Source: an optimization exercise on an open RTL-to-GDS flow (aim: small area). Production flows keep margins and buffers that such runs may drop. The clock input has no modelled driver; a real chip could not lean on it and would need a root buffer or a full tree.

==> module Simon, before the edit <==
module Simon(
    output [3:0]    an,
    output [6:0]    seg,
    output [15:0]   led,
    input  [3:0]    sw,
    input           clk,
    input           btnR,      
    input           btnL,      
    input           btnC       
    );
localparam N = 11;      
localparam LW = N - 3;  
wire        rst = ~sw[3];
reg  [1:0]  state;
reg  [2:0]  round;
reg  [2:0]  count;
reg  [7:0]  ran_bits;    
reg  [7:0]  bits;        
reg  [N-1:0] A;
reg  [N-1:0] B;
reg         P1, P2;      
reg         R1, R2;      
reg         dl;          
reg         dlR;         
reg         dbL, dbR;    
reg         X;           
wire s0 = (state == 2'd0);
wire s1 = (state == 2'd1);
wire s2 = (state == 2'd2);
wire s3 = (state == 2'd3);
wire center_pressed = dl  & ~X;
wire left_pressed   = dl  & ~dbL;
wire right_pressed  = dlR & ~dbR;
wire [2:0] bidx = state[0] ? B[2:0] : count;
wire b          = bits[bidx];
wire wrong      = (right_pressed & ~b) | (left_pressed & b);
wire any        = right_pressed | left_pressed;
wire last       = (count == round);
wire [LW-1:0] lo = A[LW-1:0];
wire lo_zero = ~|lo;
wire lo_last = lo[LW-1] & ~|lo[LW-2:0];       
wire lo_fb;
generate
    if (LW == 8)      assign lo_fb = lo[7] ^ lo[5] ^ lo[4] ^ lo[3] ^ ~|lo[6:0];
    else if (LW == 3) assign lo_fb = lo[2] ^ lo[1] ^ ~|lo[1:0];
    else if (LW == 2) assign lo_fb = lo[1] ^ lo[0] ^ ~lo[0];
    else              assign lo_fb = ~lo[0];
endgenerate
wire [LW-1:0] lo_next;
generate
    if (LW > 1) assign lo_next = {lo[LW-2:0], lo_fb};
    else        assign lo_next = lo_fb;
endgenerate
wire [2:0] hi = A[N-1:N-3];
wire a_ones     = lo_last & (&hi);
wire a_zero     = lo_zero & ~|hi;
wire [3:0] top  = B[3:0];
wire flash_done = a_zero & (top == {1'b0, round} + 4'd1);
wire msg_blank  = a_ones & (&top[2:0]);
wire msg_end    = msg_blank & ~top[3];
reg  [1:0]  nstate;
always @* begin
    nstate = state;
    case (state)
        2'd0: if (center_pressed) nstate = 2'd1;
        2'd1: if (flash_done)     nstate = 2'd2;
        2'd2: if (wrong)          nstate = 2'd3;
              else if (any && last) nstate = (round == 3'd7) ? 2'd3 : 2'd1;
        default: if (msg_end)     nstate = 2'd0;
    endcase
end
wire trans = (nstate != state);
wire a_clr = ~state[0] & (P1 ^ P2);
wire b_clr = ~state[0] & (R1 ^ R2);
wire [2:0] hi_inc = hi + {2'd0, lo_last};
wire [2:0] hi_next = {hi_inc[2] | (hi[2] & ~state[0]), hi_inc[1:0]};
wire b_cin = ~state[0] | a_ones;
wire [N-1:0] b_inc = B + {{(N-1){1'b0}}, b_cin};
wire [N-1:0] b_next = {b_inc[N-1] | B[N-1], b_inc[N-2:0]};
wire a_almost = lo_last & hi[1] & hi[0];           
wire l_upd = A[N-1] | (trans & a_almost & ~(P1 ^ P2));
wire r_upd = B[N-1] | (trans & (&B[N-2:0]) & ~(R1 ^ R2));
always @(posedge clk) begin
    if (rst) begin
        state    <= 2'd0;
        round    <= 3'd0;
        count    <= 3'd0;
        ran_bits <= 8'd0;
        bits     <= 8'd0;
        A        <= {N{1'b0}};
        B        <= {N{1'b0}};
        P1       <= 1'b0;
        P2       <= 1'b0;
        R1       <= 1'b0;
        R2       <= 1'b0;
        dl       <= 1'b0;
        dlR      <= 1'b0;
        dbL      <= 1'b0;
        dbR      <= 1'b0;
        X        <= 1'b0;
    end else begin
        state    <= nstate;
        ran_bits <= ran_bits + 8'd1;
        if (s0 && !center_pressed)
            bits <= ran_bits;
        case (state)
            2'd0: begin round <= 3'd0; count <= 3'd0; end
            2'd1: count <= 3'd0;
            2'd2: if (!wrong && any) begin
                      if (!last)               count <= count + 3'd1;
                      else if (round != 3'd7)  round <= round + 3'd1;
                  end
            default: ;
        endcase
        if (trans) begin
            A <= {{(N-LW){~state[0]}}, ~state[0], {(LW-1){1'b0}}};
            B <= {{(N-4){1'b0}}, {4{~state[0]}}};
        end else begin
            A <= a_clr ? {N{1'b0}} : {hi_next, lo_next};
            B <= b_clr ? {N{1'b0}} : b_next;
        end
        P1  <= s0 ? btnC : (s2 & btnL);
        P2  <= P1;               
        R1  <= s2 & btnR;
        R2  <= R1;               
        dl  <= s0 ? X : (s2 & dbL);
        dlR <= dbR;              
        if (s2 && l_upd) dbL <= P2;
        if (s2 && r_upd) dbR <= R2;
        case (state)
            2'd0: if (A[N-1]) X <= P2;
            2'd1: ;
            2'd2: X <= ~wrong;
            default: if (msg_end) X <= 1'b0;
        endcase
    end
end
wire lit = s1 & ~top[3] & A[N-1];
wire fb  = b;
wire [1:0] led_flash = lit ? {~fb, fb} : 2'b00;
wire show = s3 & ~msg_blank;
reg  [3:0] an_d;
reg  [6:0] seg_d;
always @* begin
    case (A[N-2:N-3])
        2'b00: begin an_d = 4'b0111; seg_d = X ? 7'b0011001 : 7'b1000111; end
        2'b01: begin an_d = 4'b1011; seg_d = X ? 7'b0000110 : 7'b1000000; end
        2'b10: begin an_d = 4'b1101; seg_d = X ? 7'b0001000 : 7'b0010010; end
        default: begin an_d = 4'b1110; seg_d = X ? 7'b0001001 : 7'b0000110; end
    endcase
end
assign an  = show ? an_d  : 4'b1111;
assign seg = show ? seg_d : 7'b1111111;
assign led[15:8] = sw[0] ? bits : 8'd0;
assign led[7:6]  = sw[1] ? state : 2'd0;
assign led[5:4]  = led_flash;
assign led[3]    = 1'b0;
assign led[2:0]  = sw[2] ? round : count;
endmodule
clock: 10.0 ns
lec_check: 0
cap_margin: 20
core_margin: 2
core_utilization: 40
slew_margin: 20
standard.sh (not shown) runs the stock make flow with config.mk's settings and CLKGATE_MAP_FILE= SYNTH_SCRIPT=/design/flow/synth_recipe.tcl, a recipe that flattens the netlist after the stock synthesis.
==> flow/flow/run.sh <==
#!/bin/bash
# The standard layout with these changes:
#  - port buffers use the smallest buffer cell (every port still gets one);
#  - after floorplan, the combinational logic is re-mapped for area with
#    OpenROAD's restructure (ABC); registers are left as synthesis made them;
set -euo pipefail
export BUFFER_PORTS_ARGS="-buffer_cell sky130_fd_sc_hd__buf_1"
export POST_FLOORPLAN_TCL="$(pwd)/flow/restructure.tcl"
export CTS_ARGS="-sink_clustering_enable -repair_clock_nets -dont_use_dummy_load"
export POST_CTS_TCL="$(pwd)/flow/post_cts.tcl"
bash standard.sh > standard_flow.log 2>&1
Other scripts of this flow, unchanged in this note and not shown: flow/flow/post_cts.tcl, flow/flow/restructure.tcl
Edit:
--- a/flow/design.v
+++ b/flow/design.v
@@ -32,8 +32,7 @@
 wire center_pressed = dl  & ~X;
 wire left_pressed   = dl  & ~dbL;
 wire right_pressed  = dlR & ~dbR;
-wire [2:0] bidx = state[0] ? B[2:0] : count;
-wire b          = bits[bidx];
+wire b          = bits[count];
 wire wrong      = (right_pressed & ~b) | (left_pressed & b);
 wire any        = right_pressed | left_pressed;
 wire last       = (count == round);
@@ -137,7 +136,7 @@
     end
 end
 wire lit = s1 & ~top[3] & A[N-1];
-wire fb  = b;
+wire fb  = bits[top[2:0]];
 wire [1:0] led_flash = lit ? {~fb, fb} : 2'b00;
 wire show = s3 & ~msg_blank;
 reg  [3:0] an_d;
Effect: The changed run ran to the end with no violations. Global-route usage goes up by 0.43 points. Sequential cell count is unchanged. Area after synthesis rises by 4.2%. Sequential share of layout area is lower by 0.77 points. Critical path depth came out higher by 3.
No run of this note included a check of the RTL's function; only the layout flow was run.

==> afterwards: timing with drivers on the ports <==
The results above use ideal ports. As a check the final layouts listed here were re-extracted and re-timed, cells and wires unchanged. Step 1, drivers: a clkbuf_16 drives clk and a buf_2 each remaining input, both assumed. Step 2 times the ports against the registers' clock, not the clock port: input delays grow and output delays shrink by t, the midpoint of the rising clock arrivals with the driver on. Slacks: ideal / step 1 / step 2; pairs: ideal / step 1.
run	t, ns	slack for setup (ns)	clock arrival spread, ns
the first run	0.196	5.215 / 5.163 / 5.359	0.030 / 0.030
the second run	0.200	5.395 / 5.342 / 5.416	0.011 / 0.010
After both steps every run listed still meets setup and hold.
